What follows belongs to an exercise in optimizing a design on an open flow for small area; a production flow would make more cautious choices. At most, simulation tests tie the RTL to the original design; equivalence was not proved.

v20:
==> flow/design.v <==
module lpf_stage_sub	(	in,
				w,
				v,
				k,
				d);
input	[19:0]	in;
input	[19:0]	w;
input	[19:0]	v;
input	[3:0]	k;
output	[20:0]	d;
wire	[20:0]	cs;
wire	[19:0]	s;
wire	[20:0]	a;
wire	[14:0]	keep;
wire	[20:0]	nvm;
wire	[21:0]	cd;
assign cs[0] = 1'b0;
genvar j;
generate
	for (j = 0; j < 20; j = j + 1) begin : g_s
		assign s[j] = in[j] ^ w[j] ^ cs[j];
		assign cs[j+1] = (in[j] & w[j]) | (cs[j] & (in[j] ^ w[j]));
	end
	for (j = 0; j < 15; j = j + 1) begin : g_m
		assign keep[j] = (k <= j);
	end
endgenerate
assign a = {s[19], s[19], s[19:1]};
assign nvm = ~{v[19], v[19:15], v[14:0] & keep};
assign cd[0] = 1'b1;
generate
	for (j = 0; j < 21; j = j + 1) begin : g_d
		assign d[j] = a[j] ^ nvm[j] ^ cd[j];
		assign cd[j+1] = (a[j] & nvm[j]) | (cd[j] & (a[j] ^ nvm[j]));
	end
endgenerate
endmodule
module lpf_stage_acc	(	v,
				d,
				k,
				vn);
input	[19:0]	v;
input	[20:0]	d;
input	[3:0]	k;
output	[19:0]	vn;
wire signed	[20:0]	ds = d;
wire	[20:0]	shf = ds >>> k;
wire	[19:0]	sh = shf[19:0];
wire	[20:0]	c;
assign c[0] = 1'b0;
genvar j;
generate
	for (j = 0; j < 20; j = j + 1) begin : g_v
		assign vn[j] = v[j] ^ sh[j] ^ c[j];
		assign c[j+1] = (v[j] & sh[j]) | (c[j] & (v[j] ^ sh[j]));
	end
endgenerate
endmodule
module lpf_cascade	(	clk,
				rst,
				sample_clk,
				k,
				vin,
				vout,
				vout_valid);
input		clk;
input		rst;
input		sample_clk;
input	[3:0]	k;
input	[13:0]	vin;
output	[19:0]	vout;
output		vout_valid;
reg		vout_valid;
reg		sample_clk_old;
reg	[13:0]	vin_h;
reg	[3:0]	k_h;
reg	[2:0]	ph;
reg	[1:0]	clr_n;
reg		pend;
reg		run;
reg	[19:0]	V0, V1, V2, V3, V4;
reg	[19:0]	W0, W1, W2, W3, W4;
reg	[20:0]	d_r;
wire		sample = sample_clk & !sample_clk_old;
wire		ph4 = (ph == 3'd4);
wire		clr = (clr_n != 2'd0);
wire	[19:0]	in = (ph4 & !clr) ? {vin_h, 6'b000000} : V1;
wire	[20:0]	d;
wire	[19:0]	vn;
lpf_stage_sub	SUB	(	.in(in),
				.w(W0),
				.v(V0),
				.k(k_h),
				.d(d));
lpf_stage_acc	ACC	(	.v(V4),
				.d(d_r),
				.k(k_h),
				.vn(vn));
assign vout = V3;
always @(posedge clk) begin
	sample_clk_old <= sample_clk & !rst;
	if (sample)
		vin_h <= vin;
	if (rst)
		k_h <= 4'd0;
	else if (sample)
		k_h <= k;
	if (rst) begin
		ph <= 3'd3;
		clr_n <= 2'd2;
		pend <= 1'b0;
		run <= 1'b0;
		vout_valid <= 1'b0;
	end else begin
		ph <= ph4 ? 3'd0 : ph + 3'd1;
		if (ph4) begin
			if (clr)
				clr_n <= clr_n - 2'd1;
			run <= (pend | sample) & (clr_n[1] == 1'b0);
			pend <= (pend | sample) & clr_n[1];
		end else begin
			pend <= pend | sample;
		end
		vout_valid <= run & (ph == 3'd1);
	end
	d_r <= d & {21{run}};
	V0 <= V1;
	V1 <= V2;
	V2 <= V3;
	V3 <= (rst | clr) ? 20'd0 : vn;
	V4 <= V0;
	W0 <= W1;
	W1 <= W2;
	W2 <= W3;
	W3 <= W4;
	W4 <= (run | clr) ? in : W0;
end
endmodule
export LEC_CHECK = 0
export ABC_AREA = 1
export CAP_MARGIN = 20
export CORE_MARGIN = 2
export CORE_UTILIZATION = 55
export GPL_ROUTABILITY_DRIVEN = 0
export GPL_TIMING_DRIVEN = 0
export PLACE_DENSITY = 0.7
export SLEW_MARGIN = 20
create_clock -name core_clock -period 10.0 [get_ports {clk}]
standard.sh (not shown) runs the stock make flow with config.mk's settings and CLKGATE_MAP_FILE= SYNTH_SCRIPT=/design/flow/synth_recipe.tcl, a recipe that flattens the netlist after the stock synthesis.
==> flow/flow/run.sh <==
#!/bin/bash
# The standard layout (standard.sh) with three changes:
#  - synthesis uses ORFS's own scripts unchanged except ABC's area script,
#    which maps for area only (amap) instead of map with buffering and
#    sizing for delay; registers are mapped exactly as the standard
#    synthesis maps them (dfflibmap runs before ABC);
#  - each port gets a single buf_1 buffer;
#  - the clock tree is built from clkbuf_4 cells without dummy loads.
# Each tool's output goes to its own log file in this folder.
set -euo pipefail
rm -rf scripts_local
cp -r "$FLOW_HOME/scripts" scripts_local
printf 'strash\ndch -f\namap\ntopo\n' > scripts_local/abc_area.script
SCRIPTS_DIR="$PWD/scripts_local" bash standard.sh synth > synth.log 2>&1
export BUFFER_PORTS_ARGS="-buffer_cell sky130_fd_sc_hd__buf_1"
export CTS_ARGS="-sink_clustering_enable -repair_clock_nets -dont_use_dummy_load -buf_list {sky130_fd_sc_hd__clkbuf_4} -sink_clustering_size 10 -sink_clustering_max_diameter 40"
bash standard.sh > standard.log 2>&1
### v20 -> v32
diff --git a/flow/design.v b/flow/design.v
--- a/flow/design.v
+++ b/flow/design.v
@@ -67,13 +67,12 @@
 input		rst;
 input		sample_clk;
 input	[3:0]	k;
 input	[13:0]	vin;
 output	[19:0]	vout;
 output		vout_valid;
-reg		vout_valid;
 reg		sample_clk_old;
 reg	[13:0]	vin_h;
 reg	[3:0]	k_h;
 reg	[2:0]	ph;
 reg	[1:0]	clr_n;
 reg		pend;
@@ -94,12 +93,13 @@
 				.d(d));
 lpf_stage_acc	ACC	(	.v(V4),
 				.d(d_r),
 				.k(k_h),
 				.vn(vn));
 assign vout = V3;
+assign vout_valid = run & (ph == 3'd2);
 always @(posedge clk) begin
 	sample_clk_old <= sample_clk & !rst;
 	if (sample)
 		vin_h <= vin;
 	if (rst)
 		k_h <= 4'd0;
@@ -107,24 +107,22 @@
 		k_h <= k;
 	if (rst) begin
 		ph <= 3'd3;
 		clr_n <= 2'd2;
 		pend <= 1'b0;
 		run <= 1'b0;
-		vout_valid <= 1'b0;
 	end else begin
 		ph <= ph4 ? 3'd0 : ph + 3'd1;
 		if (ph4) begin
 			if (clr)
 				clr_n <= clr_n - 2'd1;
 			run <= (pend | sample) & (clr_n[1] == 1'b0);
 			pend <= (pend | sample) & clr_n[1];
 		end else begin
 			pend <= pend | sample;
 		end
-		vout_valid <= run & (ph == 3'd1);
 	end
 	d_r <= d & {21{run}};
 	V0 <= V1;
 	V1 <= V2;
 	V2 <= V3;
 	V3 <= (rst | clr) ? 20'd0 : vn;
--- outcome ---
- Every stage of the flow completed for v32, and the final layout passed the timing, DRC and antenna checks.
- The via count reported for v32 is higher than the one for v20.
- The lower total inserted antenna cells came out of v32.
- v32 ended up with a lower HPWL reported at the end of detailed placement than v20 did.
- v32 and v20 ended up with roughly the same non-clock buffer share of cell area.
- Between v20 and v32, the synthesized cell count does not differ in any meaningful way.
- Measured against each other, v32 and v20 differ in average wire per standard cell, the lower figure coming from v32.
Only the layout flow was run in v32; the RTL was not checked for function there.

port drivers added, routing unchanged:
Ports are ideal in the flow. The routed layouts listed here were re-timed in OpenROAD. Step 1 sets driving cells, clkbuf_16 on the clock port and buf_2 on the other inputs (assumed; they add their load-dependent delay and slew). Step 2, shift: input delay + t, output delay - t, t = (earliest + latest rising clock arrival at the registers) / 2. This alone moves slack from input paths to output paths. Three values: no drivers, after step 1, after step 2; two values: the first two.
run	t (ns)	setup WS [ns]	hold WS [ns]	latest minus earliest clock arrival (ns)	cell pins on the clock port's net
v20	0.661	0.360 / 0.360 / 0.360	0.320 / 0.320 / 0.320	0.022 / 0.023	1
v32	0.624	0.369 / 0.369 / 0.369	0.301 / 0.301 / 0.301	0.054 / 0.054	1
After both steps every run listed still meets setup and hold.
